Context: an optimization exercise on an open-source flow, tuned for small area and a short achievable clock period. The choices shown serve that exercise and are no tape-out recipe. Where RTL was checked, it was by simulation tests only, not by an equivalence proof against the original. No functional check of the RTL was part of run 2.

==> flow/design.v (outline; a module is shown in full before it is edited, if it fits) <==
// module mac: 2617 lines
// module mac_fa: 4 lines
// module mac_ha: 4 lines
module mac (
    input  logic               i_nrst,
    input  logic               i_clk,
    input  logic signed  [7:0] i_a0, i_a1, i_a2, i_a3, i_a4, i_a5, i_a6, i_a7,
    input  logic signed  [7:0] i_b0, i_b1, i_b2, i_b3, i_b4, i_b5, i_b6, i_b7,
    output logic signed [18:0] o_res
);
  // ...
==> flow/run.sh <==
#!/bin/bash
# synth_recipe.tcl (not shown) runs the flow's synth.tcl, then flattens the netlist and writes it again
# the make line also repeats each setting of config.mk as NAME=value (left out here)
make -C /OpenROAD-flow-scripts/flow DESIGN_CONFIG=/design/flow/config.mk WORK_HOME=/design/flow/orfs CLKGATE_MAP_FILE= SYNTH_SCRIPT=/design/flow/synth_recipe.tcl finish
==> flow/config.mk <==
export PLATFORM = sky130hd
export DESIGN_NAME = mac
export DESIGN_NICKNAME = mac
export VERILOG_FILES = /design/flow/design.v
export SDC_FILE = /design/flow/constraint.sdc
export NUM_CORES = 4
export LEC_CHECK = 0
export CAP_MARGIN = 20
export CORE_MARGIN = 5
export CORE_UTILIZATION = 40
export SLEW_MARGIN = 20
export SYNTH_HIERARCHICAL = 1
export SYNTH_MINIMUM_KEEP_SIZE = 0
==> flow/constraint.sdc <==
create_clock -name core_clock -period 5.5 [get_ports {i_clk}]
set_input_delay 1.1000 -clock core_clock [delete_from_list [all_inputs] [get_ports {i_clk}]]
set_output_delay 1.1000 -clock core_clock [all_outputs]
set_load 0.01 [all_outputs]
==> flow_metrics.py, run 1 <==
metrics = {
    "grt": {
        "grt_pass1_vias": 13320,
        "antenna_found_initial": 0,
        "met2_usage": 0.364,
        "grt_start_max_net_pins": 15,
    },
    "synth": {
        "synth_edf_count": 0,
        "synth-simple-area-share": 0.134,
        "synth-compound-area-share": 0.0177,
        "syn-num-nets": 2214,
        "synth_top_family_by_area": "adder cells",
    },
    "final_layout": {
        "final_cell_mix": "fa_1, nand2_1, dfxtp_1, clkdlybuf4s50_1, and2_1",
        "top_regs": "r2 (85), res (19)",
        "multi_input_cells": 1145,
        "areaGrowthSynthToFinish_pct": 15.1,
        "layout.cells.non_filler": 2248,
        "post-route-util": 0.466,
        "largest_class": "multi-input combinational cells",
        "multi_input_area_share": 0.614,
        "buffers": 148,
    },
    "critical_path": {
        "cp_max_fo": 5,
        "r2r-start": "r2[28]",
        "rr_worst_depth": 12,
        "worstSetupStartpointType": "flop",
    },
    "placement": {
        "place_congestion": 0.925,
        "place_area_um2": 20200,
        "dp.cells": 2199,
    },
    "detailed_routing": {
        "first_pass_iters": 5,
        "postRouteAntennaNets": 0,
        "met2_length_mm": 25.6,
    },
    "timing": {
        "finalSetupViolations": 0,
        "min_period_ns": 4.26,
        "final.setup_skew_ns": 0.0130,
    },
    "worst_hold_path": {
        "hp-start": "nrst_d1",
    },
    "clock_network": {
        "clk_path_buf_depth": 3,
        "clk_pin_slew_ns": 0.06,
        "insertion_delay_ns": 0.54,
    },
    "floorplan": {
        "tap_cells": 600,
        "die_w_um": 224,
    },
    "run_status": {
        "status": "finished clean",
    },
}
==> run 2: changes to the inputs <==
--- a/flow/design.v
+++ b/flow/design.v
@@ -2600,25 +2600,29 @@
     mac_fa us1475 (.a(c1448), .b(s1449), .ci(s1423), .s(s1475), .co(c1476));
     mac_fa us1477 (.a(c1450), .b(s1451), .ci(s1427), .s(s1477), .co(c1478));
     mac_fa us1479 (.a(c1452), .b(s1453), .ci(s1431), .s(s1479), .co(c1480));
     mac_fa us1481 (.a(c1454), .b(s1455), .ci(r2[81]), .s(s1481), .co(c1482));
     mac_fa us1483 (.a(c1456), .b(s1457), .ci(r2[84]), .s(s1483), .co(c1484));
     assign nx = {1'b1, c1484, c1482, c1480, c1478, c1476, c1474, c1472, c1470, c1468, c1466, c1464, c1462, c1460, s1459, r2[4], r2[3], r2[2], r2[0]};
     assign ny = {1'b1, c1458, s1483, s1481, s1479, s1477, s1475, s1473, s1471, s1469, s1467, s1465, s1463, s1461, r2[8], r2[5], 1'b1, 1'b1, r2[1]};
     logic nrst_d1, nrst_d2;
-    assign sum = ~nx + ~ny + 19'd264192;
-    logic [18:0] res;
+    logic [18:0] rx, ry;
     always_ff @(posedge i_clk) begin
         nrst_d1 <= i_nrst;
         nrst_d2 <= nrst_d1;
-        if (!(i_nrst && nrst_d1 && nrst_d2)) res <= '0;
-        else res <= sum;
+        if (!(i_nrst && nrst_d1 && nrst_d2)) begin
+            rx <= '0;
+            ry <= 19'd260096;
+        end else begin
+            rx <= ~nx;
+            ry <= ~ny;
+        end
     end
-    assign o_res = res;
+    assign o_res = rx + ry + 19'd264192;
 endmodule
 module mac_fa (input logic a, b, ci, output logic s, co);
     assign s  = a ^ b ^ ci;
     assign co = (a & b) | (a & ci) | (b & ci);
 endmodule
 module mac_ha (input logic a, b, output logic s, co);
     assign s  = ~(a ^ b);
     assign co = a | b;
==> run 2 against run 1 <==
  * Register-to-register slack improved by 0.69 ns
  * Utilization fell by 0.23 points
  * Synthesized area rose by 0.63%
  * First-iteration DRC count rose by 17%
  * Largest cell class unchanged
  * Clock skew fell by 0.00065 ns
  * Hold slack barely moved
  * Routed wire length fell by 2.1%
  * Critical endpoint is now o_res[17]
  * Non-clock buffer count did not move
  * Setup slack got worse by 0.24 ns
==> flow_metrics.py, run 2 <==
metrics = {
    "run_status": {
        "status": "finished clean",
    },
    "final_layout": {
        "areaGrowthSynthToFinish_pct": 14.3,
        "final_cell_mix": "fa_1, nand2_1, dfxtp_1, clkdlybuf4s50_1, and2_1",
        "top_regs": "r2 (85), rx (18), ry (16)",
        "layout_commonest_cell": "fa_1",
        "top_register": "r2",
        "final_nets": 2257,
        "antennaDiodeCount": 0,
        "largest_reg_flops": 85,
        "layout.cells.non_filler": 2223,
        "drive_gt1_frac": 0.0283,
    },
    "detailed_routing": {
        "drtIter0Drc": 734,
        "postRouteAntennaNets": 0,
        "drc": 0,
        "first_pass_iters": 5,
        "wl_mm": 49.8,
        "vias": 11204,
        "drt-vias-per-instance": 5.04,
        "wire_per_inst_um": 22.4,
    },
    "worst_hold_path": {
        "hold_depth": 0,
        "hold_class": "reg -> reg",
    },
    "timing": {
        "min_period_ns": 4.49,
        "max_slew_margin": 0.321,
        "fmax_mhz": 222,
        "tightestPinTransition_ns": 1.02,
        "final.setup_skew_ns": 0.0123,
        "finalSetupViolations": 0,
        "hold_viol": 0,
        "fin_tns_setup_ns": 0,
        "rsz0062_at_grt": "no",
        "finalCritPeriodShare": 0.817,
        "drv_slew": 0,
    },
    "grt": {
        "grt_start_max_net_pins": 28,
        "grtUsageMet3": 0.0350,
        "grt.busiest_layer": "met2",
        "gr-total-overflow": 0,
        "met2_usage": 0.352,
        "grt_pass1_wl_mm": 78.0,
        "grt_pass1_vias": 13180,
        "antenna_found_initial": 0,
        "grt_usage": 0.203,
        "use_met1": 0.269,
    },
    "synth": {
        "synth_area_leaders": "fa_1, dfxtp_1, nand2_1, and2_1, ha_1",
        "yosysUniqueCellTypes": 33,
        "syn_area_um2": 18500,
        "synthTopCellsByCount": "fa_1, nand2_1, dfxtp_1",
        "synth_edf_count": 0,
        "synth_async_sr_flop_share": 0,
        "ys_seq_area_frac": 0.270,
        "syn_avg_cell_area_um2": 11.9,
        "yosysTopAreaCellShare": 0.518,
        "syn_inst": 1547,
        "yosysWarnings": 7,
        "synth.most_common_cell": "fa_1",
        "synth_top_area_cell": "fa_1",
        "yosys_most_used_dff": "dfxtp_1",
        "synth-seq-cells": 249,
        "syn-num-nets": 2195,
    },
    "floorplan": {
        "row_count": 78,
        "die_w_um": 225,
        "coreArea_um2": 45600,
        "die_y_um": 225,
        "io_pins": 149,
        "start_util": 0.405,
        "die-area_um2": 50600,
    },
    "clock_network": {
        "insertion_delay_ns": 0.53,
        "cts_resized": 0,
        "clk_path_buf_depth": 3,
        "clk_pin_slew_ns": 0.06,
        "cts_tree": "built",
        "post_cts_buffers": 0,
        "clkSinkCount": 249,
        "root_buffer": "clkbuf_16",
        "cts_buffers": 27,
        "ctsHoldBuffers": 0,
        "htreeDepth": 1,
    },
    "critical_path": {
        "cp-end-kind": "output pin",
        "cp_max_fo": 4,
        "rr_worst_depth": 6,
        "crit_arrival_ns": 3.39,
        "worstSetupStartpointType": "flop",
        "criticalPathCategory": "reg -> out",
        "r2r_setup_slack_ns": 1.93,
        "crit_required_ns": 4.40,
    },
    "placement": {
        "post-dp-hpwl_mm": 44.3,
        "io_buffers": 148,
        "dp.cells": 2180,
        "place_congestion": 0.959,
    },
    "flow_run": {
        "cap_violations": 0,
    },
}
-- run 2: cell count changes after synthesis, sizes merged, moves of 4 or more --
cell / delta
inv: -34
a21oi: -6
nor2: +23
xnor2: +5
and2: -4
dfxtp: +15
-- run 2: final cells by class --
cell class / instances / area [um2]
Fill cell: 4102 / 24400
Multi-Input combinational cell: 1145 / 12900
Sequential cell: 249 / 4980
Timing Repair Buffer: 148 / 1480
Tap cell: 600 / 751
Clock buffer: 34 / 742
Inverter: 38 / 143
Clock inverter: 9 / 108
-- run 2: logic make-up after synthesis --
| logic type | synth area share |
|---|---|
| buffers and inverters | 0.0311 |
| xor gates and xnor gates | 0.00711 |
| muxes | 0.000542 |
| and+or+nand+nor | 0.135 |
| DFF | 0.270 |
| adders and majority gates | 0.545 |
| AOI/OAI and AO/OA | 0.0114 |
-- run 2: path summary, 6_finish.rpt --
path	from	end
min reg2reg	nrst_d1	nrst_d2
min	nrst_d1	nrst_d2
max reg2reg	rb1[4]	r2[42]
max	rx[4]	o_res[17]
-- run 2: worst max-delay path, stage by stage, from the launching register on --
cell and delay, ns:
dfxtp_1 0.30, ha_1 0.30, ha_1 0.36, nand3_1 0.13, a211oi_2 0.32, a221oi_1 0.19, o21bai_1 0.23, o31ai_1 0.31
xor2_1 0.17, clkdlybuf4s50_1 0.55
-- run 2: routing by layer --
| layer | vias up | wire (um) | part of all wire |
|---|---|---|---|
| li1 | 4738 | - | - |
| met1 | 5969 | 20400 | 0.41 |
| met2 | 399 | 24900 | 0.50 |
| met3 | 98 | 3290 | 0.066 |
| met4 | 0 | 1200 | 0.024 |
| met5 | - | 0 | 0 |
-- run 2: stage by stage --
stage	utilization	setup WS (ns)	hold slack, ns	instance area (um2)
final	0.464	1.01	0.371	21100
after global routing	0.464	0.748	0.387	21100
after CTS	0.464	0.958	0.370	21100
after detailed placement	0.445	1.53	0.356	20300
after global placement	0.445	1.56	0.352	20300
after floorplan	-	2.25	0.343	18500
-- run 2: Yosys stat by module, one instance, submodules excluded --
module | times used | cell area [um2]
mac_fa | 478 | 20.0
mac | 1 | 8690
mac_ha | 8 | 27.5

afterwards: timing with drivers on the ports:
The flow's constraints put no driver on any port. The routed layouts listed below were extracted and timed again, unchanged, in two steps.
Step 1 (the two cells are an assumption about what drives the block):
set clk [get_ports {i_clk}]
set_driving_cell -lib_cell sky130_fd_sc_hd__clkbuf_16 $clk
set_driving_cell -lib_cell sky130_fd_sc_hd__buf_2 [delete_from_list [all_inputs] $clk]
Step 2 adds t to the input delays and takes it off the output delays; t is the mean of the earliest and latest rising clock arrival at the registers after step 1. Input paths then give back, and output paths get back, about the clock's delay inside the block.
a / b / c = ideal ports / drivers / drivers and shift; a / b = the first two.
run	t, ns	setup WS [ns]	worst hold slack (ns)
run 1	0.586	1.244 / 1.244 / 1.244	0.371 / 0.371 / 0.371
run 2	0.583	1.005 / 0.950 / 1.534	0.371 / 0.371 / 0.371
After both steps setup and hold are still met in every run listed.
